Background: an optimization exercise with open tools, aiming at small area. Do not read the settings as production practice. Only simulation tests tie the RTL to the original design; equivalence was not proved. Power figures rest on the tool's default switching activity, not on a simulated workload.

--- design/flow/flow/run.sh ---
#!/bin/bash
# Standard layout, with the port buffers made of the smallest buffer cell
# (the default picks a much larger delay cell) and a clock tree without
# dummy balancing loads.
set -euo pipefail
export BUFFER_PORTS_ARGS="-buffer_cell sky130_fd_sc_hd__buf_1"
export CTS_ARGS="-sink_clustering_enable -repair_clock_nets -sink_clustering_size 14 -sink_clustering_max_diameter 50 -buf_list {sky130_fd_sc_hd__clkbuf_2 sky130_fd_sc_hd__clkbuf_4 sky130_fd_sc_hd__clkbuf_8} -dont_use_dummy_load"
bash standard.sh > standard_flow.log 2>&1
--- design/flow/design.v ---
module apb_spi_master (
    input  wire        pclk_i,
    input  wire        rst_n_i,
    input  wire        psel_i,
    input  wire        penable_i,
    input  wire [ 3:0] paddr_i,
    input  wire        pwrite_i,
    input  wire [31:0] pwdata_i,
    output reg  [31:0] prdata_o,
    output wire        pready_o,
    output reg         spi_clk_o,
    output reg         spi_sdo_o,
    output wire        spi_cs_n_o,
    input  wire        spi_sdi_i
);
    localparam [2:0] S_IDLE = 3'b000, S_CMD = 3'b001, S_ADDR = 3'b011, S_DUMMY = 3'b010,
                     S_TX = 3'b101, S_RX = 3'b110, S_EOT = 3'b100;
    reg  [ 2:0] state;
    reg  [31:0] reg_cmd;      
    reg  [ 3:0] reg_addr_lo;    
    reg  [31:4] reg_addr_hi;    
    reg  [ 7:0] reg_len_lo;     
    reg  [31:8] reg_len_hi;     
    reg  [15:0] reg_wdata_lo;   
    reg  [31:16] reg_wdata_hi;  
    wire [31:0] reg_addr  = {reg_addr_hi, reg_addr_lo};
    wire [31:0] reg_len   = {reg_len_hi, reg_len_lo};
    wire [31:0] reg_wdata = {reg_wdata_hi, reg_wdata_lo};
    reg  [31:0] reg_rdata;    
    reg  [15:0] ctrl_div;     
    reg  [13:0] ctrl_mid;     
    reg         ctrl_rx;      
    reg         ctrl_tx;      
    reg         cmd_v, addr_v, len_v, wdata_v, rdata_v, div_v, mid_v;
    reg         req_rd;       
    reg         req_wr;       
    reg         cmd_b;        
    reg  [ 3:0] req_addr;
    reg  [ 7:0] req_len;
    reg  [15:0] req_wdata;
    reg         tx_busy;
    reg  [15:0] tx_cnt;
    reg         rx_busy;
    reg  [ 7:0] rx_len;
    reg  [15:0] rx_cnt;
    reg  [31:0] rx_data;
    reg         rx_wait;
    reg  [15:0] clk_cnt;
    reg         clk_q;
    wire        st_idle  = state == S_IDLE;
    wire        st_cmd   = state == S_CMD;
    wire        st_addr  = state == S_ADDR;
    wire        st_dummy = state == S_DUMMY;
    wire        st_tx    = state[2] && state[0];
    wire        st_rx    = state[2] && state[1];
    wire        st_eot   = state == S_EOT;
    wire        active   = state[1] || state[0];
    wire        tx_phase = state[0];
    assign pready_o   = 1'b1;
    assign spi_cs_n_o = !active;
    function [15:0] inc16;
        input [15:0] x;
        integer i;
        reg c;
        begin
            c = 1'b1;
            for (i = 0; i < 16; i = i + 1) begin
                inc16[i] = x[i] ^ c;
                c = c & x[i];
            end
        end
    endfunction
    wire [15:0] clk_cnt_next = inc16(clk_cnt);
    wire        clk_full     = clk_cnt_next == ctrl_div;
    wire        rise         = clk_q & ~spi_clk_o;
    wire        fall         = ~clk_q & spi_clk_o;
    always @(posedge pclk_i) begin
        clk_cnt <= (clk_full || !active) ? 16'd0 : clk_cnt_next;
    end
    always @(posedge pclk_i or negedge rst_n_i) begin
        if (!rst_n_i) begin
            clk_q     <= 1'b0;
            spi_clk_o <= 1'b0;
        end else begin
            clk_q     <= active && (clk_q ^ clk_full);
            spi_clk_o <= clk_q;
        end
    end
    wire [15:0] tx_cnt_next = inc16(tx_cnt);
    wire        tx_last     = st_tx ? (tx_cnt_next == {8'd0, req_len}) : (tx_cnt[1] && tx_cnt[0]);
    wire        tx_done     = fall && tx_last;
    wire        tx_start    = tx_phase && !tx_busy;
    wire        tx_word     = tx_cnt[4:0] == 5'b11111;
    wire        tx_shift    = fall && tx_busy && (!tx_done || tx_word);
    wire        dummy_two   = tx_cnt[2] && tx_cnt[0];   
    wire        dummy_step  = st_dummy && fall && !dummy_two;
    wire [ 4:0] bit_idx     = tx_start ? 5'd0 : tx_cnt_next[4:0];
    reg         bit_val;
    always @(*) begin
        case (state)
            S_CMD:   bit_val = !bit_idx[0] || (bit_idx[1] && cmd_b);
            S_ADDR:  bit_val = req_addr[~bit_idx[1:0]];
            default: bit_val = !bit_idx[4] && req_wdata[~bit_idx[3:0]];
        endcase
    end
    always @(posedge pclk_i) begin
        if (tx_start) tx_cnt <= 16'd0;
        else if ((tx_busy && fall && !tx_done) || dummy_step) tx_cnt <= tx_cnt_next;
    end
    always @(posedge pclk_i or negedge rst_n_i) begin
        if (!rst_n_i) begin
            tx_busy   <= 1'b0;
            spi_sdo_o <= 1'b0;
        end else begin
            tx_busy <= tx_start || (tx_busy && !tx_done);
            if (tx_start || tx_shift) spi_sdo_o <= bit_val;
        end
    end
    wire [15:0] rx_cnt_next = inc16(rx_cnt);
    wire        rx_done     = rise && (rx_cnt_next == {8'd0, rx_len});
    wire        rx_word     = rise && (rx_cnt == 16'd31);
    wire        rx_start    = !rx_busy && st_rx && ctrl_rx;
    wire        rx_stop     = (rx_busy && rx_word && !ctrl_rx) || rx_done;
    always @(posedge pclk_i or negedge rst_n_i) begin
        if (!rst_n_i) begin
            rx_busy <= 1'b0;
            rx_cnt  <= 16'd0;
            rx_data <= 32'd0;
            rdata_v <= 1'b0;
        end else begin
            if (rx_start) rx_busy <= 1'b1;
            else if (rx_stop) rx_busy <= 1'b0;
            if (rx_start) rx_cnt <= 16'd0;
            else if (rx_busy && rise) rx_cnt <= rx_cnt_next;
            if (rx_busy && rise) rx_data <= {rx_data[30:0], spi_sdi_i};
            rdata_v <= 1'b1;
        end
    end
    always @(posedge pclk_i) begin
        if (!rx_busy) reg_rdata <= rx_data;
        if (st_rx) rx_len <= req_len;
        if (fall) rx_wait <= 1'b0;
        else if (rx_done) rx_wait <= 1'b1;
    end
    wire go_cmd = st_idle && ctrl_tx && (req_rd || req_wr);
    always @(posedge pclk_i or negedge rst_n_i) begin
        if (!rst_n_i) begin
            state  <= S_IDLE;
            req_rd <= 1'b0;
            req_wr <= 1'b0;
        end else begin
            case (state)
                S_IDLE:  if (go_cmd) state <= S_CMD;
                S_CMD:   if (tx_done) state <= S_ADDR;
                S_ADDR:  if (tx_done) state <= S_DUMMY;
                S_DUMMY: if (dummy_two) begin
                    if (req_rd) state <= S_RX;
                    else if (req_wr) state <= S_TX;
                end
                S_TX:    if (tx_done) state <= S_EOT;
                S_RX:    if (rx_wait && fall) state <= S_EOT;
                default: state <= S_IDLE;
            endcase
            if (st_eot) begin
                req_rd <= 1'b0;
                req_wr <= 1'b0;
            end else if (st_idle && ctrl_tx) begin
                req_rd <= cmd_v && (reg_cmd[3:0] == 4'hA);
                req_wr <= cmd_v && (reg_cmd[3:0] == 4'hB);
            end
        end
    end
    always @(posedge pclk_i) begin
        if (st_idle) cmd_b <= req_wr;
        if (st_idle && ctrl_tx) begin
            req_addr  <= reg_addr_lo;
            req_len   <= reg_len_lo;
            req_wdata <= reg_wdata_lo;
        end
    end
    wire wr_en   = psel_i && penable_i && pwrite_i;
    wire wr_low  = wr_en && (paddr_i[3:2] == 2'b00);
    wire wr_cmd  = wr_en && (paddr_i == 4'd0);
    wire wr_addr = wr_en && (paddr_i == 4'd1);
    wire wr_len  = wr_en && (paddr_i == 4'd2);
    wire wr_wd   = wr_en && (paddr_i == 4'd3);
    wire wr_ctrl = wr_en && (paddr_i == 4'd5);
    always @(posedge pclk_i or negedge rst_n_i) begin
        if (!rst_n_i) begin
            reg_addr_lo     <= 4'd0;
            reg_len_lo      <= 8'd0;
            reg_wdata_lo    <= 16'd0;
            ctrl_rx         <= 1'b0;
            ctrl_tx         <= 1'b0;
            cmd_v           <= 1'b0;
            addr_v          <= 1'b0;
            len_v           <= 1'b0;
            wdata_v         <= 1'b0;
            div_v           <= 1'b0;
            mid_v           <= 1'b0;
        end else begin
            if (wr_addr) reg_addr_lo <= pwdata_i[3:0];
            if (wr_len) reg_len_lo <= pwdata_i[7:0];
            if (wr_wd) reg_wdata_lo <= pwdata_i[15:0];
            if (wr_cmd) cmd_v <= 1'b1;
            if (wr_addr) addr_v <= 1'b1;
            if (wr_len) len_v <= 1'b1;
            if (wr_wd) wdata_v <= 1'b1;
            if (wr_ctrl) div_v <= 1'b1;
            if (wr_ctrl) begin
                mid_v   <= 1'b1;
                ctrl_rx <= pwdata_i[1];
                ctrl_tx <= pwdata_i[0];
            end else if (!wr_low) begin
                mid_v   <= 1'b0;
                ctrl_rx <= ctrl_rx && !st_eot;
                ctrl_tx <= ctrl_tx && !st_eot;
            end
        end
    end
    always @(posedge pclk_i) begin
        if (wr_cmd) reg_cmd <= pwdata_i;
        if (wr_addr) reg_addr_hi <= pwdata_i[31:4];
        if (wr_len) reg_len_hi <= pwdata_i[31:8];
        if (wr_wd) reg_wdata_hi <= pwdata_i[31:16];
        if (wr_ctrl) begin
            ctrl_div <= (pwdata_i[31:16] < 16'd4) ? 16'd4 : pwdata_i[31:16];
            ctrl_mid <= pwdata_i[15:2];
        end
    end
    wire        rd_en  = psel_i && !pwrite_i;
    wire        rd_cmd = rd_en && cmd_v && paddr_i == 4'd0;
    wire        rd_adr = rd_en && addr_v && paddr_i == 4'd1;
    wire        rd_len = rd_en && len_v && paddr_i == 4'd2;
    wire        rd_wd  = rd_en && wdata_v && paddr_i == 4'd3;
    wire        rd_rd  = rd_en && rdata_v && paddr_i == 4'd4;
    wire        rd_ct  = rd_en && paddr_i == 4'd5;
    wire [31:0] rd_ctv = {{16{rd_ct && div_v}}, {14{rd_ct && mid_v}}, rd_ct, rd_ct};
    wire [31:0] reg_ctrl = {ctrl_div, ctrl_mid, ctrl_rx, ctrl_tx};
    wire [31:0] rd_next;
    genvar gi;
    generate
        for (gi = 0; gi < 32; gi = gi + 1) begin : g_rd
            apb_spi_rd_bit u_bit (
                .sel ({!rd_en, rd_ctv[gi], rd_rd, rd_wd, rd_len, rd_adr, rd_cmd}),
                .din ({prdata_o[gi], reg_ctrl[gi], reg_rdata[gi], reg_wdata[gi],
                       reg_len[gi], reg_addr[gi], reg_cmd[gi]}),
                .dout(rd_next[gi])
            );
        end
    endgenerate
    always @(posedge pclk_i or negedge rst_n_i) begin
        if (!rst_n_i) prdata_o <= 32'd0;
        else prdata_o <= rd_next;
    end
endmodule
module apb_spi_rd_bit (
    input  wire [6:0] sel,
    input  wire [6:0] din,
    output wire       dout
);
    assign dout = |(sel & din);
endmodule
--- design/flow/standard.sh ---
#!/bin/bash
# synth_recipe.tcl (not shown) runs the flow's synth.tcl, then flattens the netlist and writes it again
# the make line also repeats each setting of config.mk as NAME=value (left out here)
make -C /OpenROAD-flow-scripts/flow DESIGN_CONFIG=/design/flow/config.mk WORK_HOME=/design/flow/orfs CLKGATE_MAP_FILE= SYNTH_SCRIPT=/design/flow/synth_recipe.tcl "${@:-finish}"
--- design/flow/config.mk ---
export PLATFORM = sky130hd
export DESIGN_NAME = apb_spi_master
export DESIGN_NICKNAME = apb_spi_master
export VERILOG_FILES = /design/flow/design.v
export SDC_FILE = /design/flow/constraint.sdc
export NUM_CORES = 4
export LEC_CHECK = 0
export CAP_MARGIN = 20
export CORE_MARGIN = 2
export CORE_UTILIZATION = 40
export SLEW_MARGIN = 20
export SYNTH_HIERARCHICAL = 1
export SYNTH_MINIMUM_KEEP_SIZE = 0
--- design/flow/constraint.sdc ---
create_clock -name core_clock -period 5.0 [get_ports {pclk_i}]
set_input_delay 1.0000 -clock core_clock [delete_from_list [all_inputs] [get_ports {pclk_i}]]
set_output_delay 1.0000 -clock core_clock [all_outputs]
set_load 0.01 [all_outputs]
==> results of run 1 <==
[layer usage]
metal | up-vias | global-route usage, % | part of all wire (%)
met5 | - | 0 | 0.069
li1 | 3947 | - | -
met4 | 4 | 4.35 | 1.8
met2 | 187 | 30.7 | 48
met3 | 51 | 3.05 | 5.0
met1 | 4348 | 25.5 | 45
[through the flow]
step | cell area [um^2] | cells | hold slack (ns) | util [%]
floorplan | 14100 | 1009 | 0.417 | -
global placement | 14900 | 1515 | 0.440 | 43.1
detailed placement | 14900 | 1515 | 0.446 | 43.1
CTS | 15400 | 1553 | 0.445 | 44.6
global route | 15400 | 1553 | 0.453 | 44.6
finish | 15400 | 1553 | 0.445 | 44.6
[critical path: stages (launching register included)]
cell	delay (ns)
sky130_fd_sc_hd__dfxtp_1	0.32
sky130_fd_sc_hd__ha_1	0.27
sky130_fd_sc_hd__ha_1	0.21
sky130_fd_sc_hd__ha_1	0.18
sky130_fd_sc_hd__ha_1	0.18
sky130_fd_sc_hd__ha_1	0.18
sky130_fd_sc_hd__ha_1	0.17
sky130_fd_sc_hd__ha_1	0.17
sky130_fd_sc_hd__ha_1	0.17
sky130_fd_sc_hd__ha_1	0.18
sky130_fd_sc_hd__ha_1	0.17
sky130_fd_sc_hd__ha_1	0.18
sky130_fd_sc_hd__ha_1	0.18
sky130_fd_sc_hd__ha_1	0.18
sky130_fd_sc_hd__ha_1	0.29
sky130_fd_sc_hd__or4_4	0.46
sky130_fd_sc_hd__nor4_4	0.27
sky130_fd_sc_hd__nand4_4	0.31
sky130_fd_sc_hd__nand2_4	0.28
sky130_fd_sc_hd__xor2_1	0.16
sky130_fd_sc_hd__nor2_1	0.05
[Yosys cell counts, types with 5 or more instances]
cell	instances	area (um^2)
sky130_fd_sc_hd__and3_1	5	31.3
sky130_fd_sc_hd__nand2_1	147	552
sky130_fd_sc_hd__nor2b_1	8	50.1
sky130_fd_sc_hd__mux2_2	28	315
sky130_fd_sc_hd__nand2b_1	6	37.5
sky130_fd_sc_hd__edfxtp_1	199	5980
sky130_fd_sc_hd__a222oi_1	32	320
sky130_fd_sc_hd__and2_1	23	144
sky130_fd_sc_hd__nor3_1	12	60.1
sky130_fd_sc_hd__inv_1	5	18.8
sky130_fd_sc_hd__nor2_1	25	93.8
sky130_fd_sc_hd__xnor2_1	19	166
sky130_fd_sc_hd__nand4_1	10	62.6
sky130_fd_sc_hd__dfrtp_1	127	3180
sky130_fd_sc_hd__mux2i_1	6	60.1
sky130_fd_sc_hd__a22oi_1	65	488
sky130_fd_sc_hd__dfxtp_1	33	661
sky130_fd_sc_hd__nor4_1	10	62.6
sky130_fd_sc_hd__or2_2	6	37.5
sky130_fd_sc_hd__clkbuf_1	31	116
sky130_fd_sc_hd__o21ai_0	10	50.1
sky130_fd_sc_hd__a21oi_1	29	145
sky130_fd_sc_hd__buf_2	7	35.0
sky130_fd_sc_hd__nand3_1	62	310
sky130_fd_sc_hd__ha_1	42	526
sky130_fd_sc_hd__xor2_1	21	184
[sequential cells by signal, summed over array words and instances, names as in the netlist, 3 cells and up]
signal and flops:
reg_wdata_hi 16, clk_cnt 16, reg_cmd 32, reg_len_lo 8, req_len 8, ctrl_div 16, prdata_o 32, reg_addr_lo 4
rx_cnt 16, reg_rdata 32, rx_len 8, rx_data 32, reg_wdata_lo 16, state 3, ctrl_mid 14, req_wdata 16
req_addr 4, tx_cnt 16, reg_addr_hi 28, reg_len_hi 24
[Yosys stat by module, one instance, submodules excluded]
module,cells inside,area [um^2],copies in the design
apb_spi_master,880,13100,1
apb_spi_rd_bit,4,30.0,32
[final cells by class]
type | count | area (um^2)
inverter | 5 | 18.8
clock buffer | 38 | 523
sequential | 359 | 9810
multi-input combinational | 603 | 4100
fill | 3130 | 19200
timing repair buffer | 93 | 429
tap | 455 | 569
[path summary, 6_finish.rpt]
path / to / cells after the start / slack, ns / start
min in group asynchronous: prdata_o[27] / 1 / 0.63 / rst_n_i
setup reg to reg: tx_cnt[0] / 20 / 0.31 / tx_cnt[0]
setup / recovery: tx_cnt[0] / 20 / 0.31 / tx_cnt[0]
hold reg to reg: req_wdata[4] / 0 / 0.44 / reg_wdata_lo[4]
hold / removal: req_wdata[4] / 0 / 0.44 / reg_wdata_lo[4]
max in group asynchronous: reg_wdata_lo[4] / 2 / 3.39 / rst_n_i
[cells in the final DEF (no fill, tap or decap), types with 3 or more instances in the layout]
cell type | synthesis | routed
sky130_fd_sc_hd__a21oi_1 | 29 | 29
sky130_fd_sc_hd__a222oi_1 | 32 | 32
sky130_fd_sc_hd__a22oi_1 | 65 | 65
sky130_fd_sc_hd__a31oi_1 | 3 | 3
sky130_fd_sc_hd__and2_1 | 23 | 21
sky130_fd_sc_hd__and3_1 | 5 | 4
sky130_fd_sc_hd__buf_1 | 1 | 75
sky130_fd_sc_hd__buf_4 | 1 | 16
sky130_fd_sc_hd__clkbuf_8 | 0 | 38
sky130_fd_sc_hd__dfrtp_1 | 127 | 127
sky130_fd_sc_hd__dfxtp_1 | 33 | 33
sky130_fd_sc_hd__edfxtp_1 | 199 | 199
sky130_fd_sc_hd__ha_1 | 42 | 42
sky130_fd_sc_hd__inv_1 | 5 | 5
sky130_fd_sc_hd__mux2_2 | 28 | 28
sky130_fd_sc_hd__mux2i_1 | 6 | 6
sky130_fd_sc_hd__nand2_1 | 147 | 147
sky130_fd_sc_hd__nand2b_1 | 6 | 6
sky130_fd_sc_hd__nand3_1 | 62 | 62
sky130_fd_sc_hd__nand4_1 | 10 | 10
sky130_fd_sc_hd__nor2_1 | 25 | 24
sky130_fd_sc_hd__nor2b_1 | 8 | 8
sky130_fd_sc_hd__nor3_1 | 12 | 11
sky130_fd_sc_hd__nor4_1 | 10 | 10
sky130_fd_sc_hd__o21ai_0 | 10 | 10
sky130_fd_sc_hd__or2_2 | 6 | 6
sky130_fd_sc_hd__xnor2_1 | 19 | 19
sky130_fd_sc_hd__xor2_1 | 21 | 21
[power groups by stage]
stage	clock (mW)	combinational, mW	sequential [mW]
after global routing	1.76	0.269	3.34
after CTS	1.65	0.246	3.32
final	1.60	0.241	3.32
after global placement	0	0.239	3.39
after detailed placement	0	0.246	3.39
after floorplan	0	0.132	3.36
[kinds of logic (layout without fill, tap and decap cells)]
| group | count (synthesis) | in the layout | synth area share [%] |
|---|---|---|---|
| AO/OA/AOI/OAI | 155 | 155 | 8.24 |
| AND/OR/NAND/NOR | 328 | 328 | 11.4 |
| flip-flops | 359 | 359 | 69.7 |
| adder cells (fa/ha/maj) | 42 | 42 | 3.73 |
| other | 1 | 2 | 0.0266 |
| XOR/XNOR | 40 | 40 | 2.49 |
| buffers and inverters | 47 | 136 | 1.45 |
| multiplexers | 36 | 36 | 2.98 |
==> results_dict.tcl, run 1 <==
set metrics [dict create \
    status "timing/DRC/antenna clean" \
    synth.yosys.seq_area_share_pct 69.7 \
    crit_path_max_fanout 17 \
    die_boundary_height_um 192 \
    holdCritPathClass "register to register" \
    clock_sinks 359 \
    final-max-slew-violation-count 0 \
    seq_power_share_pct 64.4 \
    gpl.final_weighted_congestion 0.769 \
    ports 78 \
    synth.cell_area_um2 14100 \
    cp-end-kind "register" \
    power_switching_mw 1.15 \
    dp_hpwl_um 20400 \
    max_slew_margin_pct 23.2 \
    switching_share_pct 22.3 \
    peakVddDrop_uv 168 \
    finalSetupTns_ns 0 \
    timing.final.setup_violations 0 \
    setup.worst_path.class "register to register" \
    cts_repair_resize_count 0 \
    start_kind "register" \
    avgViaCountPerCell 5.50 \
    power-per-cell-area_nw_per_um2 334 \
    detail_route.wl_per_cell_um 21.3 \
    pin_count_of_the_biggest_net_entering_global_routing 71 \
    clkPwrFrac_pct 31.0 \
    ratio_of_cells_with_drive_above_1_in_the_final_layout_pct 9.74 \
    die_x_um 192 \
    drt_pass1_iterations 6 \
    h-tree-depth 2 \
    post-route-period-util_pct 93.9 \
    grt_pass1_wl_um 51800 \
    worst_pin_slew_ns 1.15 \
    clock_tree.root_cell "sky130_fd_sc_hd__clkbuf_8" \
    drc 0 \
    async_flop_share_pct 35.4 \
    cts_made_buffers 38 \
    antenna-diode-count 0 \
    internal_power_mw 4.01 \
    timing.clock.skew_ns 0.0736 \
    synth.ff_latch_count 359 \
    ys_types 56 \
    cts_setup_buffers 0 \
    grt_antenna_before_repair 2 \
    synth_warnings 7 \
    synth_enable_flop_cells 199 \
    syn_area_per_cell_um2 14.0 \
    placement.io_buffers 76 \
    sum_of_routed_wire_length_over_all_layers_um 33100 \
    cts.path.max_buffers 3 \
    totalPowerFinal_mw 5.16 \
    globalRoute.totalOverflow 0 \
    placeableCoreArea_um2 34600 \
    die-area_um2 36700 \
    cp_data_required_time_ns 5.39 \
    via_count_of_the_first_global_routing_pass 8803 \
    syn-instance-count 1008 \
    fmaxAchievable_mhz 213 \
    areaGrowthSynthToFinish_pct 9.67 \
    final.setup.worst_slack_ns 0.307 \
    synthFlopType "sky130_fd_sc_hd__edfxtp_1" \
    holdBufCountCts 0 \
    cts_tree "yes" \
    dr.first_iter.drc_count 690 \
    design.final.nets 1184 \
    worstPathArrival_ns 5.08 \
    residual_antenna_violating_net_count_after_detailed_routing 0 \
    clkTransAtPathRegs_ns 0.08 \
    power.static_leakage_nw 6.28 \
    num_vias 8537 \
    worst_skew_pair.late_latency_ns 0.56 \
    final-hold-violation-count 0 \
    groute.usage.overall_pct 18.5 \
    period_needed_ns 4.69 \
    max_cap_violation_count 0 \
    grt_setup_unrepaired "no" \
    num_rows 68 \
    dp_slack_ns 0.303 \
    power_frac_comb_pct 4.7 \
    initial_core_util_pct 40.7 \
]
==> inputs of run 2 (changes only) <==
--- a/design/flow/design.v
+++ b/design/flow/design.v
@@ -19,11 +19,5 @@
     reg  [31:0] reg_cmd;      
-    reg  [ 3:0] reg_addr_lo;    
-    reg  [31:4] reg_addr_hi;    
-    reg  [ 7:0] reg_len_lo;     
-    reg  [31:8] reg_len_hi;     
-    reg  [15:0] reg_wdata_lo;   
-    reg  [31:16] reg_wdata_hi;  
-    wire [31:0] reg_addr  = {reg_addr_hi, reg_addr_lo};
-    wire [31:0] reg_len   = {reg_len_hi, reg_len_lo};
-    wire [31:0] reg_wdata = {reg_wdata_hi, reg_wdata_lo};
+    reg  [31:0] reg_addr;     
+    reg  [31:0] reg_len;      
+    reg  [31:0] reg_wdata;    
     reg  [31:0] reg_rdata;    
@@ -39,3 +33,4 @@
     reg  [ 7:0] req_len;
-    reg  [15:0] req_wdata;
+    reg  [15:0] req_wdata;    
+    reg         req_wdata_v;
     reg         tx_busy;
@@ -102,3 +97,3 @@
             S_ADDR:  bit_val = req_addr[~bit_idx[1:0]];
-            default: bit_val = !bit_idx[4] && req_wdata[~bit_idx[3:0]];
+            default: bit_val = !bit_idx[4] && req_wdata_v && req_wdata[~bit_idx[3:0]];
         endcase
@@ -175,5 +170,6 @@
         if (st_idle && ctrl_tx) begin
-            req_addr  <= reg_addr_lo;
-            req_len   <= reg_len_lo;
-            req_wdata <= reg_wdata_lo;
+            req_addr    <= reg_addr[3:0] & {4{addr_v}};
+            req_len     <= reg_len[7:0] & {8{len_v}};
+            req_wdata   <= reg_wdata[15:0];
+            req_wdata_v <= wdata_v;
         end
@@ -189,5 +185,2 @@
         if (!rst_n_i) begin
-            reg_addr_lo     <= 4'd0;
-            reg_len_lo      <= 8'd0;
-            reg_wdata_lo    <= 16'd0;
             ctrl_rx         <= 1'b0;
@@ -201,5 +194,2 @@
         end else begin
-            if (wr_addr) reg_addr_lo <= pwdata_i[3:0];
-            if (wr_len) reg_len_lo <= pwdata_i[7:0];
-            if (wr_wd) reg_wdata_lo <= pwdata_i[15:0];
             if (wr_cmd) cmd_v <= 1'b1;
@@ -222,5 +212,5 @@
         if (wr_cmd) reg_cmd <= pwdata_i;
-        if (wr_addr) reg_addr_hi <= pwdata_i[31:4];
-        if (wr_len) reg_len_hi <= pwdata_i[31:8];
-        if (wr_wd) reg_wdata_hi <= pwdata_i[31:16];
+        if (wr_addr) reg_addr <= pwdata_i;
+        if (wr_len) reg_len <= pwdata_i;
+        if (wr_wd) reg_wdata <= pwdata_i;
         if (wr_ctrl) begin
==> design/flow/flow/run.sh (replaced) <==
#!/bin/bash
# Standard layout, with the port buffers made of the smallest buffer cell
# (the default picks a much larger delay cell) and a clock tree without
# dummy balancing loads.
set -euo pipefail
export BUFFER_PORTS_ARGS="-buffer_cell sky130_fd_sc_hd__buf_1"
export CTS_ARGS="-sink_clustering_enable -repair_clock_nets -sink_clustering_size 16 -sink_clustering_max_diameter 60 -buf_list {sky130_fd_sc_hd__clkbuf_2 sky130_fd_sc_hd__clkbuf_4 sky130_fd_sc_hd__clkbuf_8} -dont_use_dummy_load"
bash standard.sh > standard_flow.log 2>&1
--- a/design/flow/config.mk
+++ b/design/flow/config.mk
@@ -9,3 +9,4 @@
 export CORE_MARGIN = 2
-export CORE_UTILIZATION = 40
+export CORE_UTILIZATION = 70
+export PLACE_DENSITY = 0.75
 export SLEW_MARGIN = 20
==> run 2 against run 1 <==
- still clean on timing, DRC and antenna
- combinational power fell by 19%
- worst hold slack improved by 0.0074 ns
- sequential cell count rose by 1
- clock power fell by 18%
- non-clock buffer count rose by 6
- critical path type unchanged
==> results_dict.tcl, run 2 <==
set metrics [dict create \
    clock_tree.root_cell "sky130_fd_sc_hd__clkbuf_8" \
    areaGrowthSynthToFinish_pct 7.25 \
    worst_setup_sp "clk_cnt[0]" \
    max_slew_margin_pct 38.0 \
    drc 0 \
    gpl.final_weighted_congestion 0.872 \
    start_kind "register" \
    yosys-mux-area-fraction_pct 1.76 \
    globalRoute.totalOverflow 0 \
    area_after_detailed_placement_um2 14600 \
    final_util_pct 76.6 \
    power.static_leakage_nw 5.93 \
    die_x_um 145 \
    reg2reg_from "clk_cnt[0]" \
    cp-end-kind "register" \
    num_rows 51 \
    worstRegToRegCells 20 \
    initial_core_util_pct 71.5 \
    syn_area_per_cell_um2 14.3 \
    synth_top_family_by_area "simple AND/OR/NAND/NOR gates" \
    detail_route.wl_per_cell_um 22.2 \
    cts_tree "yes" \
    drt_pass1_iterations 7 \
    period_needed_ns 4.44 \
    synth_area_leaders "sky130_fd_sc_hd__edfxtp_1, sky130_fd_sc_hd__dfrtp_1, sky130_fd_sc_hd__dfxtp_1" \
    timing.final.setup_violations 0 \
    h-tree-depth 1 \
    synth_top_area_share_pct 49.1 \
    cts_repair_resize_count 0 \
    cts.path.max_buffers 3 \
    num_vias 8467 \
    final-max-slew-violation-count 0 \
    layout.cell_area.non_filler_um2 15000 \
    synth.ff_latch_count 360 \
    dp_hpwl_um 18800 \
    ports 78 \
    final-hold-violation-count 0 \
    most_used_standard_cell_by_instance_count_after_synthesis "sky130_fd_sc_hd__edfxtp_1" \
    grt_pass1_wl_um 46100 \
    syn-instance-count 976 \
    clock_sinks 360 \
    holdBufCountCts 0 \
    synthFlopType "sky130_fd_sc_hd__edfxtp_1" \
    finalSetupTns_ns 0 \
    setup.worst_path.class "register to register" \
    holdCritPathClass "register to register" \
    via_count_of_the_first_global_routing_pass 8317 \
    ys_types 52 \
    die_boundary_height_um 145 \
    cts_setup_buffers 0 \
    worst_skew_pair.late_latency_ns 0.57 \
    final_common_cell "sky130_fd_sc_hd__edfxtp_1" \
    placeableCoreArea_um2 19500 \
    fmaxAchievable_mhz 225 \
    grt_antenna_before_repair 1 \
    post-route-period-util_pct 88.9 \
    avgViaCountPerCell 6.36 \
    synth-simple-area-share_pct 10.9 \
    synth_enable_flop_cells 228 \
    timing.reg2reg.setup_slack_ns 0.56 \
    design.final.nets 1151 \
    synth.cell_area_um2 14000 \
    crit_path_max_fanout 15 \
    final.setup.worst_slack_ns 0.556 \
    timing.hold.ws_ns 0.452 \
    post_layout_nonfiller_instances 1331 \
    pin_count_of_the_biggest_net_entering_global_routing 51 \
    clkTransAtPathRegs_ns 0.10 \
    worstPathArrival_ns 4.89 \
    timing.clock.skew_ns 0.0403 \
    yosys-top-cells-count "sky130_fd_sc_hd__edfxtp_1, sky130_fd_sc_hd__nand2_1, sky130_fd_sc_hd__dfrtp_1, sky130_fd_sc_hd__a22oi_1, sky130_fd_sc_hd__ha_1" \
    cp_data_required_time_ns 5.45 \
    grt_setup_unrepaired "no" \
    dr.first_iter.drc_count 832 \
    synth.yosys.seq_area_share_pct 71.6 \
    synth_xor_area_share_pct 2.45 \
    cts_made_buffers 27 \
    totalPowerFinal_mw 4.81 \
    dp_slack_ns 0.570 \
    async_flop_share_pct 27.5 \
    ratio_of_cells_with_drive_above_1_in_the_final_layout_pct 6.29 \
    synth_warnings 7 \
    die-area_um2 21100 \
    place.detailed.instances 1303 \
    final_cell_mix "sky130_fd_sc_hd__edfxtp_1, sky130_fd_sc_hd__nand2_1, sky130_fd_sc_hd__dfrtp_1, sky130_fd_sc_hd__buf_1, sky130_fd_sc_hd__a22oi_1" \
    residual_antenna_violating_net_count_after_detailed_routing 0 \
    sum_of_routed_wire_length_over_all_layers_um 29600 \
    synth-compound-area-share_pct 8.19 \
    critical_path.endpoint "clk_cnt[8]" \
    peakVddDrop_uv 281 \
    power-per-cell-area_nw_per_um2 321 \
    groute.usage.overall_pct 28.2 \
    post-synth-top-area-cell "sky130_fd_sc_hd__edfxtp_1" \
    worst_pin_slew_ns 0.931 \
    placement.io_buffers 76 \
    max_cap_violation_count 0 \
    status "timing/DRC/antenna clean" \
    synthAdderAreaFrac_pct 3.77 \
    fillCellCount 1237 \
    rr_endpoint "clk_cnt[8]" \
]
run 2: cell types whose count changed in the layout (fill, tap and decap cells not counted), sizes merged, moves of 3 or more:
cell,previous run,this run
o21ai,10,13
clkbuf,39,28
edfxtp,199,228
mux2,28,2
mux2i,6,20
nand4,11,8
and2,23,36
xor2,21,18
dfrtp,127,99
nand2,148,139
buf,92,98
nor2,25,34
nand3,62,39
run 2: cell families after synthesis:
family	Yosys count
DFF	360
and+or+nand+nor	314
AOI/OAI and AO/OA	155
adders and majority gates	42
buffers and inverters	42
xor gates and xnor gates	39
muxes	23
other	1
run 2: area by class of cell:
class / instances / area [um^2] / area share, %
flip-flops and latches: 360 / 9980 / 66.7
repair buffers: 99 / 462 / 3.08
inverters: 4 / 15.0 / 0.100
well taps: 265 / 332 / 2.22
multi-input cells: 575 / 3800 / 25.4
diodes: 1 / 2.50 / 0.0167
clock buffers: 27 / 372 / 2.48
run 2: power breakdown:
part           internal (mW)  switching, mW  total, mW
Combinational         0.0676          0.129      0.196
Sequential              3.24         0.0529       3.30
Clock                  0.483          0.836       1.32
run 2: per-layer routing:
layer / wire length (um) / global-route usage, %
met1: 12600 / 43.3
met2: 14100 / 44.2
met3: 2340 / 3.33
met4: 540 / 7.50
met5: 0 / 0
run 2: worst min path at each step:
| stage | from | end | depth (start not counted) |
|---|---|---|---|
| after global placement | clk_q | spi_clk_o | 0 |
| after floorplan | clk_q | spi_clk_o | 0 |
| after global routing | clk_q | spi_clk_o | 0 |
| after CTS | clk_q | spi_clk_o | 0 |
| after detailed placement | clk_q | spi_clk_o | 0 |
| final | clk_q | spi_clk_o | 0 |
run 2: Yosys stat by module, one instance, submodules excluded:
module / cells inside / cell area [um^2]
apb_spi_rd_bit: 4 / 30.0
apb_spi_master: 848 / 13000
run 2: worst max-delay path, cell delays in order, from the launching register on:
cell	delay (ns)
sky130_fd_sc_hd__dfxtp_1	0.35
sky130_fd_sc_hd__ha_1	0.20
sky130_fd_sc_hd__ha_1	0.18
sky130_fd_sc_hd__ha_1	0.18
sky130_fd_sc_hd__ha_1	0.18
sky130_fd_sc_hd__ha_1	0.18
sky130_fd_sc_hd__ha_1	0.18
sky130_fd_sc_hd__ha_1	0.18
sky130_fd_sc_hd__ha_1	0.18
sky130_fd_sc_hd__ha_1	0.18
sky130_fd_sc_hd__ha_1	0.18
sky130_fd_sc_hd__ha_1	0.19
sky130_fd_sc_hd__ha_1	0.19
sky130_fd_sc_hd__ha_1	0.18
sky130_fd_sc_hd__ha_1	0.30
sky130_fd_sc_hd__xor2_1	0.16
sky130_fd_sc_hd__nor4_1	0.26
sky130_fd_sc_hd__nand3_1	0.14
sky130_fd_sc_hd__nor3_2	0.28
sky130_fd_sc_hd__nor2_1	0.22
sky130_fd_sc_hd__and2_1	0.23
==> inputs of run 3 (changes only) <==
--- a/design/flow/config.mk
+++ b/design/flow/config.mk
@@ -9,4 +9,3 @@
 export CORE_MARGIN = 2
-export CORE_UTILIZATION = 70
-export PLACE_DENSITY = 0.75
+export CORE_UTILIZATION = 40
 export SLEW_MARGIN = 20
==> run 3 against run 2 <==
- count of clock-buffer cells in the layout increased by 3
- clock power grew 6%
- via count fell by 3.3%
- sequential share of layout area is 1.1 points lower
- synthesized cell count stayed put
==> results_dict.tcl, run 3 <==
set metrics [dict create \
    status "timing/DRC/antenna clean" \
    die_x_um 191 \
    timing.reg2reg.setup_slack_ns 0.45 \
    syn-instance-count 976 \
    synth-simple-area-share_pct 10.9 \
    num_vias 8191 \
    power-per-cell-area_nw_per_um2 322 \
    final_common_cell "sky130_fd_sc_hd__edfxtp_1" \
    fmaxAchievable_mhz 220 \
    initial_core_util_pct 40.5 \
    power.static_leakage_nw 5.93 \
    ys_types 52 \
    cp_data_required_time_ns 5.49 \
    start_kind "register" \
    gpl.final_weighted_congestion 0.805 \
    avgViaCountPerCell 5.39 \
    timing.clock.skew_ns 0.0460 \
    finalSetupTns_ns 0 \
    worstRegToRegCells 20 \
    synth_top_family_by_area "simple AND/OR/NAND/NOR gates" \
    async_flop_share_pct 27.5 \
    peakVddDrop_uv 204 \
    max_cap_violation_count 0 \
    ports 78 \
    synth_warnings 7 \
    cts_made_buffers 30 \
    cp_top_family "adder cells" \
    post-synth-top-area-cell "sky130_fd_sc_hd__edfxtp_1" \
    grt_antenna_before_repair 3 \
    placement.io_buffers 76 \
    final_util_pct 44.1 \
    synth.cell_area_um2 14000 \
    grt_pass1_wl_um 49800 \
    placeableCoreArea_um2 34500 \
    clkTransAtPathRegs_ns 0.09 \
    groute.usage.overall_pct 17.9 \
    cts.path.max_buffers 3 \
    h-tree-depth 1 \
    holdBufCountCts 0 \
    path_cells "ha_1 -> ha_1 -> ha_1 -> ha_1 -> ha_1 -> ha_1 -> ha_1 -> ha_1 -> ha_1 -> ha_1 -> ha_1 -> ha_1 -> ha_1 -> ha_1 -> nor4_1 -> and4_1 -> nand4b_2 -> and2_1 -> mux2i_1 -> nor2_1" \
    max_slew_margin_pct 29.2 \
    synthFlopType "sky130_fd_sc_hd__edfxtp_1" \
    rr_endpoint "tx_cnt[3]" \
    cts_setup_buffers 0 \
    min_delay_worst_endpoint "prdata_o[11]" \
    synth.ff_latch_count 360 \
    dp_hpwl_um 19800 \
    drc 0 \
    hold_path.startpoint "reg_addr[11]" \
    detail_route.wl_per_cell_um 20.8 \
    final_cell_mix "sky130_fd_sc_hd__edfxtp_1, sky130_fd_sc_hd__nand2_1, sky130_fd_sc_hd__dfrtp_1, sky130_fd_sc_hd__buf_1, sky130_fd_sc_hd__a22oi_1" \
    cp-end-kind "register" \
    synthAdderAreaFrac_pct 3.77 \
    dr.first_iter.drc_count 711 \
    synth.yosys.seq_area_share_pct 71.6 \
    yosys-top-cells-count "sky130_fd_sc_hd__edfxtp_1, sky130_fd_sc_hd__nand2_1, sky130_fd_sc_hd__dfrtp_1, sky130_fd_sc_hd__a22oi_1, sky130_fd_sc_hd__ha_1" \
    die_boundary_height_um 191 \
    syn_area_per_cell_um2 14.3 \
    ratio_of_cells_with_drive_above_1_in_the_final_layout_pct 6.21 \
    synth-compound-area-share_pct 8.19 \
    critPathMostFrequentCell "sky130_fd_sc_hd__ha_1" \
    num_rows 68 \
    yosys-mux-area-fraction_pct 1.76 \
    period_needed_ns 4.55 \
    final-max-slew-violation-count 0 \
    areaGrowthSynthToFinish_pct 8.99 \
    clock_sinks 360 \
    synth_xor_area_share_pct 2.45 \
    post-route-period-util_pct 91.0 \
    holdCritPathClass "register to register" \
    synth_top_area_share_pct 49.1 \
    pin_count_of_the_biggest_net_entering_global_routing 64 \
    design.final.nets 1148 \
    worstPathArrival_ns 5.04 \
    cts_tree "yes" \
    cpMaxStageDelayCell "sky130_fd_sc_hd__and2_1" \
    clock_tree.root_cell "sky130_fd_sc_hd__clkbuf_8" \
    sum_of_routed_wire_length_over_all_layers_um 31600 \
    via_count_of_the_first_global_routing_pass 8325 \
    residual_antenna_violating_net_count_after_detailed_routing 0 \
    reg2reg_from "tx_cnt[0]" \
    synth_enable_flop_cells 228 \
    synth_area_leaders "sky130_fd_sc_hd__edfxtp_1, sky130_fd_sc_hd__dfrtp_1, sky130_fd_sc_hd__dfxtp_1" \
    most_used_standard_cell_by_instance_count_after_synthesis "sky130_fd_sc_hd__edfxtp_1" \
    timing.final.setup_violations 0 \
    worst-path-buf-inv 0 \
    cts_repair_resize_count 0 \
    grt_setup_unrepaired "no" \
    die-area_um2 36400 \
    globalRoute.totalOverflow 0 \
    drt_pass1_iterations 5 \
    setup.worst_path.class "register to register" \
    highest_cell_delay_on_the_worst_timing_path_ns 0.73 \
    final-hold-violation-count 0 \
    timing.hold.worst_path_depth 2 \
    worst_pin_slew_ns 1.06 \
    crit_path_max_fanout 15 \
    worst_skew_pair.late_latency_ns 0.61 \
]
run 3: cell counts after synthesis:
Identical to the previous run, type by type.
run 3: area by class of cell:
type	count	area [um^2]
tap	455	569
antenna	3	7.51
clock buffer	30	413
timing repair buffer	93	417
sequential	360	9980
inverter	4	15.0
fill	3172	19200
multi-input combinational	575	3800
run 3: how the worst max path moves through the flow:
stage / cells past startpoint / startpoint / slack (ns) / endpoint
2_1_floorplan: 3 / paddr_i[3] / 0.58 / reg_len[0]
3_3_place_gp: 20 / tx_cnt[0] / 0.53 / tx_cnt[1]
3_5_place_dp: 20 / tx_cnt[0] / 0.46 / tx_cnt[12]
4_1_cts: 20 / tx_cnt[0] / 0.43 / tx_cnt[12]
5_1_grt: 20 / tx_cnt[0] / 0.16 / tx_cnt[12]
6_report: 20 / tx_cnt[0] / 0.45 / tx_cnt[3]
run 3: metrics by stage:
| step | cells | hold slack [ns] | area, um^2 | worst slack (ns) | power, mW |
|---|---|---|---|---|---|
| 2_1_floorplan | 977 | 0.406 | 14000 | 0.577 | 3.45 |
| 3_3_place_gp | 1487 | 0.432 | 14800 | 0.532 | 3.56 |
| 3_5_place_dp | 1487 | 0.435 | 14800 | 0.461 | 3.57 |
| 4_1_cts | 1517 | 0.435 | 15200 | 0.432 | 4.95 |
| 5_1_grt | 1520 | 0.466 | 15200 | 0.159 | 5.09 |
| 6_report | 1520 | 0.435 | 15200 | 0.452 | 4.90 |
run 3: worst reg2reg max path, delay by kind of cell (launching register included):
kind | cells | cell delay (ns)
fa+ha+maj | 14 | 2.68
flops | 1 | 0.32
mux | 1 | 0.28
simple gates | 5 | 1.14
run 3: modules after synthesis (local to each module, per instance):
module / flops+latches / cells inside
apb_spi_master: 360 / 848
apb_spi_rd_bit: 0 / 4
run 3: cell families (layout without fill, tap and decap cells):
group,count (synthesis),in the layout
adder cells (fa/ha/maj),42,42
XOR/XNOR,39,39
flip-flops,360,360
AO/OA/AOI/OAI,155,155
multiplexers,23,23
other,1,5
AND/OR/NAND/NOR,314,314
buffers and inverters,42,127
run 3: layer usage:
layer	up-vias	routed length (um)	track usage, %	part of all wire [%]
met5	-	0	0	0
li1	3826	-	-	-
met1	4128	14700	25.8	46
met3	39	1400	2.25	4.4
met4	0	563	4.80	1.8
met2	198	14900	28.7	47
run 3: where the power goes:
group / internal (mW) / switching, mW / total (mW) / leakage [nW]
clock network: 0.533 / 0.872 / 1.40 / 0.216
registers: 3.24 / 0.0530 / 3.30 / 3.80
logic: 0.0674 / 0.133 / 0.200 / 1.91
==> inputs of run 4 (changes only) <==
==> design/flow/flow/run.sh (replaced) <==
#!/bin/bash
# Standard layout, with the port buffers made of the smallest buffer cell
# (the default picks a much larger delay cell) and a clock tree without
# dummy balancing loads.
set -euo pipefail
export BUFFER_PORTS_ARGS="-buffer_cell sky130_fd_sc_hd__buf_1"
export CTS_ARGS="-sink_clustering_enable -repair_clock_nets -sink_clustering_size 24 -sink_clustering_max_diameter 50 -buf_list {sky130_fd_sc_hd__clkbuf_2 sky130_fd_sc_hd__clkbuf_4 sky130_fd_sc_hd__clkbuf_8} -dont_use_dummy_load"
bash standard.sh > standard_flow.log 2>&1
--- a/design/flow/config.mk
+++ b/design/flow/config.mk
@@ -9,3 +9,4 @@
 export CORE_MARGIN = 2
-export CORE_UTILIZATION = 40
+export CORE_UTILIZATION = 70
+export PLACE_DENSITY = 0.75
 export SLEW_MARGIN = 20
==> run 4 against run 3 <==
- still clean
- wire length down 6.8%
- core utilization up 33 points
- worst hold slack better by 0.0015 ns
- worst setup slack better by 0.12 ns
- sequential share of layout area up 0.88 points
- design area down 1.3%
- synthesized cell count unchanged
==> results_dict.tcl, run 4 <==
set metrics [dict create \
    status "timing/DRC/antenna clean" \
    max_slew_margin_pct 39.5 \
    pin_count_of_the_biggest_net_entering_global_routing 51 \
    peakVddDrop_uv 277 \
    post-route-period-util_pct 88.5 \
    ys_types 52 \
    cp-end-kind "register" \
    power.static_leakage_nw 5.96 \
    yosys-top-cells-count "sky130_fd_sc_hd__edfxtp_1, sky130_fd_sc_hd__nand2_1, sky130_fd_sc_hd__dfrtp_1, sky130_fd_sc_hd__a22oi_1, sky130_fd_sc_hd__ha_1" \
    ports 78 \
    groute.usage.overall_pct 28.2 \
    setup.worst_path.class "register to register" \
    drt_pass1_iterations 6 \
    residual_antenna_violating_net_count_after_detailed_routing 0 \
    synth.yosys.seq_area_share_pct 71.6 \
    worstRegToRegCells 20 \
    die-area_um2 21100 \
    async_flop_share_pct 27.5 \
    num_rows 51 \
    h-tree-depth 1 \
    final_common_cell "sky130_fd_sc_hd__edfxtp_1" \
    worstPathArrival_ns 4.87 \
    cts_repair_resize_count 0 \
    syn-instance-count 976 \
    final_cell_mix "sky130_fd_sc_hd__edfxtp_1, sky130_fd_sc_hd__nand2_1, sky130_fd_sc_hd__dfrtp_1, sky130_fd_sc_hd__buf_1, sky130_fd_sc_hd__a22oi_1" \
    synth_warnings 7 \
    path_cells "ha_1 -> ha_1 -> ha_1 -> ha_1 -> ha_1 -> ha_1 -> ha_1 -> ha_1 -> ha_1 -> ha_1 -> ha_1 -> ha_1 -> ha_1 -> ha_1 -> xor2_1 -> nor4_1 -> nand3_1 -> nor3_2 -> nor2_1 -> and2_1" \
    clock_sinks 360 \
    hold_path.startpoint "rx_data[22]" \
    max_cap_violation_count 0 \
    finalSetupTns_ns 0 \
    cts_tree "yes" \
    cp_data_required_time_ns 5.45 \
    grt_pass1_wl_um 46000 \
    initial_core_util_pct 71.5 \
    timing.hold.ws_ns 0.437 \
    clkTransAtPathRegs_ns 0.11 \
    syn_area_per_cell_um2 14.3 \
    period_needed_ns 4.42 \
    num_vias 8454 \
    holdBufCountCts 0 \
    cpMaxStageDelayCell "sky130_fd_sc_hd__dfxtp_1" \
    ratio_of_cells_with_drive_above_1_in_the_final_layout_pct 6.55 \
    cts.path.max_buffers 3 \
    post-synth-top-area-cell "sky130_fd_sc_hd__edfxtp_1" \
    fmaxAchievable_mhz 226 \
    areaGrowthSynthToFinish_pct 7.55 \
    synth.cell_area_um2 14000 \
    timing.hold.worst_path_depth 0 \
    final-hold-violation-count 0 \
    synth_enable_flop_cells 228 \
    highest_cell_delay_on_the_worst_timing_path_ns 0.34 \
    rr_endpoint "clk_cnt[5]" \
    placeableCoreArea_um2 19500 \
    most_used_standard_cell_by_instance_count_after_synthesis "sky130_fd_sc_hd__edfxtp_1" \
    synth.ff_latch_count 360 \
    via_count_of_the_first_global_routing_pass 8260 \
    timing.reg2reg.setup_slack_ns 0.58 \
    cts_made_buffers 30 \
    design.final.nets 1154 \
    timing.clock.skew_ns 0.0724 \
    detail_route.wl_per_cell_um 22.1 \
    placement.io_buffers 76 \
    cts_setup_buffers 0 \
    critPathMostFrequentCell "sky130_fd_sc_hd__ha_1" \
    final-max-slew-violation-count 0 \
    clock_tree.root_cell "sky130_fd_sc_hd__clkbuf_8" \
    synth_top_area_share_pct 49.1 \
    timing.final.setup_violations 0 \
    min_delay_worst_endpoint "reg_rdata[22]" \
    reg2reg_from "clk_cnt[0]" \
    grt_setup_unrepaired "no" \
    dp_hpwl_um 18800 \
    totalPowerFinal_mw 4.87 \
    crit_path_max_fanout 15 \
    worst_skew_pair.late_latency_ns 0.62 \
    drc 0 \
    grt_antenna_before_repair 1 \
    dr.first_iter.drc_count 974 \
    die_boundary_height_um 145 \
    start_kind "register" \
    area_after_detailed_placement_um2 14600 \
    worst_pin_slew_ns 0.908 \
    gpl.final_weighted_congestion 0.872 \
    die_x_um 145 \
    avgViaCountPerCell 6.34 \
    synth_area_leaders "sky130_fd_sc_hd__edfxtp_1, sky130_fd_sc_hd__dfrtp_1, sky130_fd_sc_hd__dfxtp_1" \
    globalRoute.totalOverflow 0 \
    synthFlopType "sky130_fd_sc_hd__edfxtp_1" \
    holdCritPathClass "register to register" \
    sum_of_routed_wire_length_over_all_layers_um 29400 \
    layout.cell_area.non_filler_um2 15000 \
    power-per-cell-area_nw_per_um2 325 \
]
==> run 4: per-module statistics from Yosys (local to each module, per instance) <==
module | flops+latches | cell area, um^2 | copies in the design
apb_spi_master | 360 | 13000 | 1
apb_spi_rd_bit | 0 | 30.0 | 32
==> run 4: worst max path at each step <==
stage / from / cells after the start / slack (ns) / end
after floorplan: paddr_i[3] / 3 / 0.58 / reg_len[0]
after global placement: clk_cnt[0] / 20 / 0.66 / clk_cnt[14]
after detailed placement: clk_cnt[0] / 20 / 0.57 / clk_cnt[4]
after CTS: clk_cnt[0] / 20 / 0.53 / clk_cnt[5]
after global routing: tx_cnt[0] / 21 / 0.27 / tx_cnt[4]
final: clk_cnt[0] / 20 / 0.58 / clk_cnt[5]
==> run 4: routing by layer <==
layer | global-route usage, % | part of all wire, % | vias to the layer above
li1 | - | - | 3827
met1 | 43.6 | 42 | 4220
met2 | 43.8 | 47 | 360
met3 | 3.14 | 7.9 | 47
met4 | 7.94 | 2.4 | 0
met5 | 0 | 0 | -
==> run 4: final cells by class <==
cell class	instances	area, um^2
inverters	4	15.0
multi-input cells	575	3800
clock buffers	30	413
repair buffers	99	462
well taps	265	332
diodes	1	2.50
fillers	1234	4520
flip-flops and latches	360	9980
==> run 4: where the power goes <==
| part | leakage [nW] | switching [mW] | total [mW] | internal, mW |
|---|---|---|---|---|
| sequential | 3.80 | 0.0530 | 3.30 | 3.24 |
| clock | 0.216 | 0.848 | 1.38 | 0.533 |
| combinational | 1.94 | 0.128 | 0.196 | 0.0676 |
| total | 5.96 | 1.03 | 4.87 | 3.84 |
==> run 4: worst max-delay path, delay by kind of cell (launching register included) <==
family,cells,cell delay (ns)
xor+xnor,1,0.16
flops,1,0.34
simple gates,5,1.14
fa+ha+maj,14,2.67
==> run 4: logic make-up after synthesis <==
logic type,share of synthesized area [%]
xor+xnor,2.45
mux,1.76
compound gates,8.19
simple gates,10.9
buf+inv,1.38
flops,71.6
other cells,0.0269
fa+ha+maj,3.77
==> run 4: stage by stage <==
step	worst slack (ns)	cells	util, %
after floorplan	0.577	977	-
after global placement	0.655	1303	74.7
after detailed placement	0.570	1303	74.7
after CTS	0.526	1333	76.8
after global routing	0.271	1334	76.9
final	0.576	1334	76.9
==> inputs of run 5 (changes only) <==
==> design/flow/flow/run.sh (replaced) <==
#!/bin/bash
# Standard layout, with the port buffers made of the smallest buffer cell
# (the default picks a much larger delay cell) and a clock tree without
# dummy balancing loads.
set -euo pipefail
export BUFFER_PORTS_ARGS="-buffer_cell sky130_fd_sc_hd__buf_1"
export CTS_ARGS="-sink_clustering_enable -repair_clock_nets -sink_clustering_size 20 -sink_clustering_max_diameter 60 -buf_list {sky130_fd_sc_hd__clkbuf_2 sky130_fd_sc_hd__clkbuf_4 sky130_fd_sc_hd__clkbuf_8} -dont_use_dummy_load"
bash standard.sh > standard_flow.log 2>&1
--- a/design/flow/config.mk
+++ b/design/flow/config.mk
@@ -9,4 +9,3 @@
 export CORE_MARGIN = 2
-export CORE_UTILIZATION = 70
-export PLACE_DENSITY = 0.75
+export CORE_UTILIZATION = 40
 export SLEW_MARGIN = 20
==> run 5 against run 4 <==
- still clean
- final cell count increased by 14%
- register-to-register slack got worse by 0.13 ns
- worst hold slack about the same
- sequential cell count unchanged
- design area increased by 1.1%
- synthesized cell count unchanged
- sequential share of layout area decreased by 0.70 points
- first-iteration DRC count decreased by 20%
- maximum frequency decreased by 2.9%
- die area increased by 73%
- critical path type unchanged
- largest cell class unchanged
- largest power group unchanged
==> results_dict.tcl, run 5 <==
set metrics [dict create \
    hold_path.startpoint "reg_rdata[0]" \
    clock_tree.root_cell "sky130_fd_sc_hd__clkbuf_8" \
    clock_sinks 360 \
    final-hold-violation-count 0 \
    path_cells "ha_1 -> ha_1 -> ha_1 -> ha_1 -> ha_1 -> ha_1 -> ha_1 -> ha_1 -> ha_1 -> ha_1 -> ha_1 -> ha_1 -> ha_1 -> ha_1 -> nor4_1 -> and4_1 -> nand4b_2 -> and2_1 -> mux2i_1 -> nor2_1" \
    max_cap_violation_count 0 \
    crit_path_max_fanout 15 \
    rr_endpoint "tx_cnt[3]" \
    synth_area_leaders "sky130_fd_sc_hd__edfxtp_1, sky130_fd_sc_hd__dfrtp_1, sky130_fd_sc_hd__dfxtp_1" \
    grt_setup_unrepaired "no" \
    detail_route.wl_per_cell_um 20.7 \
    post-synth-top-area-cell "sky130_fd_sc_hd__edfxtp_1" \
    worstPathArrival_ns 5.03 \
    placement.io_buffers 76 \
    syn_area_per_cell_um2 14.3 \
    grt_pass1_wl_um 49600 \
    cts_setup_buffers 0 \
    critPathMostFrequentCell "sky130_fd_sc_hd__ha_1" \
    power-per-cell-area_nw_per_um2 319 \
    cts.path.max_buffers 3 \
    grt_antenna_before_repair 3 \
    synth.yosys.seq_area_share_pct 71.6 \
    cts_tree "yes" \
    worstRegToRegCells 20 \
    timing.final.setup_violations 0 \
    initial_core_util_pct 40.5 \
    setup.worst_path.class "register to register" \
    status "timing/DRC/antenna clean" \
    timing.reg2reg.setup_slack_ns 0.44 \
    ratio_of_cells_with_drive_above_1_in_the_final_layout_pct 5.95 \
    h-tree-depth 1 \
    finalSetupTns_ns 0 \
    timing.clock.skew_ns 0.0601 \
    die_x_um 191 \
    final_cell_mix "sky130_fd_sc_hd__edfxtp_1, sky130_fd_sc_hd__nand2_1, sky130_fd_sc_hd__dfrtp_1, sky130_fd_sc_hd__buf_1, sky130_fd_sc_hd__a22oi_1" \
    pin_count_of_the_biggest_net_entering_global_routing 64 \
    cp_data_required_time_ns 5.48 \
    residual_antenna_violating_net_count_after_detailed_routing 0 \
    die_boundary_height_um 191 \
    fillCellCount 3170 \
    highest_cell_delay_on_the_worst_timing_path_ns 0.73 \
    period_needed_ns 4.56 \
    cts_made_buffers 27 \
    placeableCoreArea_um2 34500 \
    synth_warnings 7 \
    synth_enable_flop_cells 228 \
    synthFlopType "sky130_fd_sc_hd__edfxtp_1" \
    yosys-top-cells-count "sky130_fd_sc_hd__edfxtp_1, sky130_fd_sc_hd__nand2_1, sky130_fd_sc_hd__dfrtp_1, sky130_fd_sc_hd__a22oi_1, sky130_fd_sc_hd__ha_1" \
    ys_types 52 \
    cpMaxStageDelayCell "sky130_fd_sc_hd__and2_1" \
    groute.usage.overall_pct 17.8 \
    peakVddDrop_uv 200 \
    num_rows 68 \
    synth.ff_latch_count 360 \
    synth.cell_area_um2 14000 \
    fmaxAchievable_mhz 219 \
    worst_skew_pair.late_latency_ns 0.60 \
    holdCritPathClass "register to register" \
    min_delay_worst_endpoint "prdata_o[0]" \
    drc 0 \
    start_kind "register" \
    dr.first_iter.drc_count 777 \
    die-area_um2 36400 \
    sum_of_routed_wire_length_over_all_layers_um 31400 \
    synth_top_area_share_pct 49.1 \
    final-max-slew-violation-count 0 \
    avgViaCountPerCell 5.39 \
    via_count_of_the_first_global_routing_pass 8286 \
    layout.cell_area.non_filler_um2 15200 \
    area_after_detailed_placement_um2 14800 \
    worst_pin_slew_ns 1.06 \
    most_used_standard_cell_by_instance_count_after_synthesis "sky130_fd_sc_hd__edfxtp_1" \
    max_slew_margin_pct 29.3 \
    gpl.final_weighted_congestion 0.805 \
    dp_hpwl_um 19800 \
    cts_repair_resize_count 0 \
    reg2reg_from "tx_cnt[0]" \
    num_vias 8174 \
    design.final.nets 1145 \
    ports 78 \
    holdBufCountCts 0 \
    post-route-period-util_pct 91.1 \
    final_common_cell "sky130_fd_sc_hd__edfxtp_1" \
    drt_pass1_iterations 5 \
    power.static_leakage_nw 5.90 \
    clkTransAtPathRegs_ns 0.12 \
    cp-end-kind "register" \
    globalRoute.totalOverflow 0 \
    timing.hold.worst_path_depth 2 \
    async_flop_share_pct 27.5 \
    areaGrowthSynthToFinish_pct 8.70 \
    syn-instance-count 976 \
]
-- run 5: cell counts after synthesis --
No cell type changed its count.
-- run 5: worst max path at each step --
stage          depth (start not counted)    endpoint  startpoint
6_report                              20   tx_cnt[3]   tx_cnt[0]
5_1_grt                               20  tx_cnt[12]   tx_cnt[0]
4_1_cts                               20  tx_cnt[12]   tx_cnt[0]
3_5_place_dp                          20  tx_cnt[12]   tx_cnt[0]
3_3_place_gp                          20   tx_cnt[1]   tx_cnt[0]
2_1_floorplan                          3  reg_len[0]  paddr_i[3]
-- run 5: modules after synthesis, one instance, submodules excluded --
module,times used,flops+latches,cell area (um^2)
apb_spi_master,1,360,13000
apb_spi_rd_bit,32,0,30.0
-- run 5: logic make-up after synthesis --
family                     Yosys count  synth area share (%)
buffers and inverters               42                  1.38
and+or+nand+nor                    314                  10.9
muxes                               23                  1.76
other                                1                0.0269
adders and majority gates           42                  3.77
AOI/OAI and AO/OA                  155                  8.19
DFF                                360                  71.6
xor gates and xnor gates            39                  2.45
-- run 5: metrics by stage --
step	power, mW	hold WS [ns]	setup slack, ns	utilization, %	instances
4_1_cts	4.89	0.435	0.422	44.0	1514
3_5_place_dp	3.57	0.435	0.461	42.9	1487
5_1_grt	5.02	0.466	0.150	44.0	1517
3_3_place_gp	3.56	0.432	0.532	42.9	1487
6_report	4.83	0.436	0.444	44.0	1517
2_1_floorplan	3.45	0.406	0.577	-	977
-- run 5: cell type report --
type	instances	area [um^2]	share of cell area, %
Antenna cell	3	7.51	0.0495
Clock buffer	27	372	2.45
Inverter	4	15.0	0.0990
Multi-Input combinational cell	575	3800	25.1
Sequential cell	360	9980	65.8
Tap cell	455	569	3.75
Timing Repair Buffer	93	417	2.75
-- run 5: routing by layer --
layer | global-route usage [%] | share of wire (%) | vias to the layer above
li1 | - | - | 3827
met1 | 25.7 | 47 | 4106
met2 | 28.6 | 47 | 200
met3 | 2.19 | 4.5 | 41
met4 | 4.62 | 1.7 | 0
met5 | 0 | 0 | -
-- run 5: where the power goes --
group	internal [mW]	switching, mW
Clock	0.482	0.856
Combinational	0.0674	0.132
Sequential	3.24	0.0532
-- run 5: worst max-delay path, delay by kind of cell, from the launching register on --
kind | cells | cell delay, ns
AND/OR/NAND/NOR | 5 | 1.14
adder cells (fa/ha/maj) | 14 | 2.67
multiplexers | 1 | 0.28
flip-flops | 1 | 0.32
==> inputs of run 6 (changes only) <==
==> design/flow/flow/run.sh (replaced) <==
#!/bin/bash
# Standard layout, with the port buffers made of the smallest buffer cell
# (the default picks a much larger delay cell) and a clock tree without
# dummy balancing loads.
set -euo pipefail
export BUFFER_PORTS_ARGS="-buffer_cell sky130_fd_sc_hd__buf_1"
export CTS_ARGS="-sink_clustering_enable -repair_clock_nets -sink_clustering_size 16 -sink_clustering_max_diameter 70 -buf_list {sky130_fd_sc_hd__clkbuf_2 sky130_fd_sc_hd__clkbuf_4 sky130_fd_sc_hd__clkbuf_8} -dont_use_dummy_load"
bash standard.sh > standard_flow.log 2>&1
--- a/design/flow/config.mk
+++ b/design/flow/config.mk
@@ -10,2 +10,3 @@
 export CORE_UTILIZATION = 40
+export GPL_TIMING_DRIVEN = 0
 export SLEW_MARGIN = 20
==> run 6 against run 5 <==
- synthesized cell count stayed put
- clock power up 3%
- via count up 2.5%
- largest cell class unchanged
==> results_dict.tcl, run 6 <==
set metrics [dict create \
    start_kind "register" \
    cts.path.max_buffers 3 \
    worst_skew_pair.late_latency_ns 0.61 \
    pin_count_of_the_biggest_net_entering_global_routing 30 \
    final_cell_mix "sky130_fd_sc_hd__edfxtp_1, sky130_fd_sc_hd__nand2_1, sky130_fd_sc_hd__dfrtp_1, sky130_fd_sc_hd__buf_1, sky130_fd_sc_hd__a22oi_1" \
    most_used_standard_cell_by_instance_count_after_synthesis "sky130_fd_sc_hd__edfxtp_1" \
    groute.usage.overall_pct 18.1 \
    final.setup.worst_slack_ns 0.314 \
    avgViaCountPerCell 5.37 \
    peakVddDrop_uv 202 \
    clock_tree.root_cell "sky130_fd_sc_hd__clkbuf_8" \
    synth_area_leaders "sky130_fd_sc_hd__edfxtp_1, sky130_fd_sc_hd__dfrtp_1, sky130_fd_sc_hd__dfxtp_1" \
    globalRoute.totalOverflow 0 \
    worstPathArrival_ns 5.19 \
    setup.worst_path.class "register to register" \
    ports 78 \
    period_needed_ns 4.69 \
    async_flop_share_pct 27.5 \
    max_cap_violation_count 0 \
    placement.io_buffers 76 \
    synth.cell_area_um2 14000 \
    highest_layer "met5" \
    die_x_um 191 \
    grt_pass1_wl_um 50400 \
    critPathMostFrequentCell "sky130_fd_sc_hd__ha_1" \
    syn-instance-count 976 \
    h-tree-depth 1 \
    syn_area_per_cell_um2 14.3 \
    final_common_cell "sky130_fd_sc_hd__edfxtp_1" \
    finalSetupTns_ns 0 \
    crit_path_max_fanout 10 \
    gpl.final_weighted_congestion 0.823 \
    ys_types 52 \
    dr.first_iter.drc_count 685 \
    cts_tree "yes" \
    highest_cell_delay_on_the_worst_timing_path_ns 0.35 \
    cts_made_buffers 28 \
    holdBufCountCts 0 \
    totalPowerFinal_mw 4.89 \
    areaGrowthSynthToFinish_pct 12.4 \
    detail_route.wl_per_cell_um 20.6 \
    cp_data_required_time_ns 5.51 \
    die_boundary_height_um 191 \
    cp_top_family "adder cells" \
    timing.final.setup_violations 0 \
    residual_antenna_violating_net_count_after_detailed_routing 0 \
    met2_wirelength_um 15200 \
    synth_top_area_share_pct 49.1 \
    worst_pin_slew_ns 0.891 \
    power-per-cell-area_nw_per_um2 312 \
    worst-path-buf-inv 1 \
    via_count_of_the_first_global_routing_pass 8658 \
    holdCritPathClass "input port to async pin" \
    path_cells "ha_1 -> ha_1 -> ha_1 -> ha_1 -> ha_1 -> ha_1 -> ha_1 -> ha_1 -> ha_1 -> ha_1 -> ha_1 -> ha_1 -> ha_1 -> ha_1 -> xor2_1 -> nor4_1 -> nand3_1 -> nor3_4 -> nor2_1 -> clkbuf_2 -> and2_1" \
    num_rows 68 \
    final_util_pct 45.5 \
    cpMaxStageDelayCell "sky130_fd_sc_hd__dfxtp_1" \
    antenna-diode-count 0 \
    fmaxAchievable_mhz 213 \
    yosys-top-cells-count "sky130_fd_sc_hd__edfxtp_1, sky130_fd_sc_hd__nand2_1, sky130_fd_sc_hd__dfrtp_1, sky130_fd_sc_hd__a22oi_1, sky130_fd_sc_hd__ha_1" \
    area_after_detailed_placement_um2 15300 \
    grt_setup_unrepaired "no" \
    layout.cell_area.non_filler_um2 15700 \
    drt-met1-wl_um 14600 \
    synthFlopType "sky130_fd_sc_hd__edfxtp_1" \
    post-synth-top-area-cell "sky130_fd_sc_hd__edfxtp_1" \
    status "timing/DRC/antenna clean" \
    synth.yosys.seq_area_share_pct 71.6 \
    design.final.nets 1190 \
    num_vias 8377 \
    sum_of_routed_wire_length_over_all_layers_um 32100 \
    grt_antenna_before_repair 3 \
    max_slew_margin_pct 40.6 \
    drt_pass1_iterations 7 \
    synth_warnings 7 \
    final-hold-violation-count 0 \
    post-route-period-util_pct 93.7 \
    timing.clock.skew_ns 0.0645 \
    cp-end-kind "register" \
    placeableCoreArea_um2 34500 \
    drc 0 \
    route.met3.wl_um 1580 \
    clkTransAtPathRegs_ns 0.10 \
    dp_hpwl_um 22300 \
    die-area_um2 36400 \
    initial_core_util_pct 40.5 \
    synth.ff_latch_count 360 \
    dp_slack_ns 0.110 \
    clock_sinks 360 \
    final-max-slew-violation-count 0 \
    ratio_of_cells_with_drive_above_1_in_the_final_layout_pct 7.70 \
    power.static_leakage_nw 6.13 \
    synth_enable_flop_cells 228 \
]
run 6: cell families after synthesis:
group                    count (synthesis)  synth area share, %
flip-flops                             360                 71.6
AND/OR/NAND/NOR                        314                 10.9
AO/OA/AOI/OAI                          155                 8.19
adder cells (fa/ha/maj)                 42                 3.77
buffers and inverters                   42                 1.38
XOR/XNOR                                39                 2.45
multiplexers                            23                 1.76
other                                    1               0.0269
run 6: stage by stage:
step | cells | hold WS [ns]
global route | 1559 | 0.320
global placement | 1508 | 0.424
floorplan | 977 | 0.406
finish | 1559 | 0.312
detailed placement | 1531 | 0.433
CTS | 1559 | 0.292
run 6: final cells by class:
| cell class | count | area [um^2] |
|---|---|---|
| plain buffers | 38 | 179 |
| clock buffers | 28 | 385 |
| fillers | 3087 | 18800 |
| inverters | 4 | 15.0 |
| multi-input cells | 575 | 3820 |
| flip-flops and latches | 360 | 9980 |
| well taps | 455 | 569 |
| repair buffers | 99 | 741 |
run 6: final timing paths:
path,start,slack [ns],to,cells past startpoint
setup / recovery,clk_cnt[0],0.31,clk_cnt[15],21
hold / removal,rst_n_i,0.31,prdata_o[31],1
setup reg to reg,clk_cnt[0],0.31,clk_cnt[15],21
hold reg to reg,reg_addr[23],0.45,prdata_o[23],2
max in group asynchronous,rst_n_i,3.93,rx_data[7],3
min in group core_clock,reg_addr[23],0.45,prdata_o[23],2
run 6: repair_timing:
item                       CTS  global route
resized for setup            0             3
setup buffers                0             0
setup endpoints to repair    0            10
run 6: power breakdown:
group	leakage, nW	switching, mW	total [mW]	internal [mW]
sequential	3.80	0.0557	3.30	3.24
combinational	2.13	0.136	0.214	0.0789
clock	0.201	0.877	1.38	0.499
run 6: per-module statistics from Yosys (local to each module, per instance):
module,flops+latches,times used
apb_spi_master,360,1
apb_spi_rd_bit,0,32
run 6: per-layer routing:
metal  up-vias  GRT usage, %
li1       3912             -
met1      4213          25.5
met2       202          29.5
met3        46          2.76
met4         4          4.26
met5         -             0
run 6: worst reg2reg max path: stages, from the launching register on:
cell	delay [ns]
sky130_fd_sc_hd__dfxtp_1	0.35
sky130_fd_sc_hd__ha_1	0.21
sky130_fd_sc_hd__ha_1	0.18
sky130_fd_sc_hd__ha_1	0.18
sky130_fd_sc_hd__ha_1	0.19
sky130_fd_sc_hd__ha_1	0.19
sky130_fd_sc_hd__ha_1	0.20
sky130_fd_sc_hd__ha_1	0.19
sky130_fd_sc_hd__ha_1	0.18
sky130_fd_sc_hd__ha_1	0.18
sky130_fd_sc_hd__ha_1	0.18
sky130_fd_sc_hd__ha_1	0.18
sky130_fd_sc_hd__ha_1	0.18
sky130_fd_sc_hd__ha_1	0.18
sky130_fd_sc_hd__ha_1	0.29
sky130_fd_sc_hd__xor2_1	0.17
sky130_fd_sc_hd__nor4_1	0.27
sky130_fd_sc_hd__nand3_1	0.21
sky130_fd_sc_hd__nor3_4	0.28
sky130_fd_sc_hd__nor2_1	0.16
sky130_fd_sc_hd__clkbuf_2	0.24
sky130_fd_sc_hd__and2_1	0.19

Re-timed with assumed drivers on the ports (clkbuf_16 on the clock, buf_2 on other inputs), run 6 has 0.314 ns of setup slack against 0.314 ns with ideal ports, and 0.314 ns once port delays also move by the mid clock arrival of 0.631 ns.
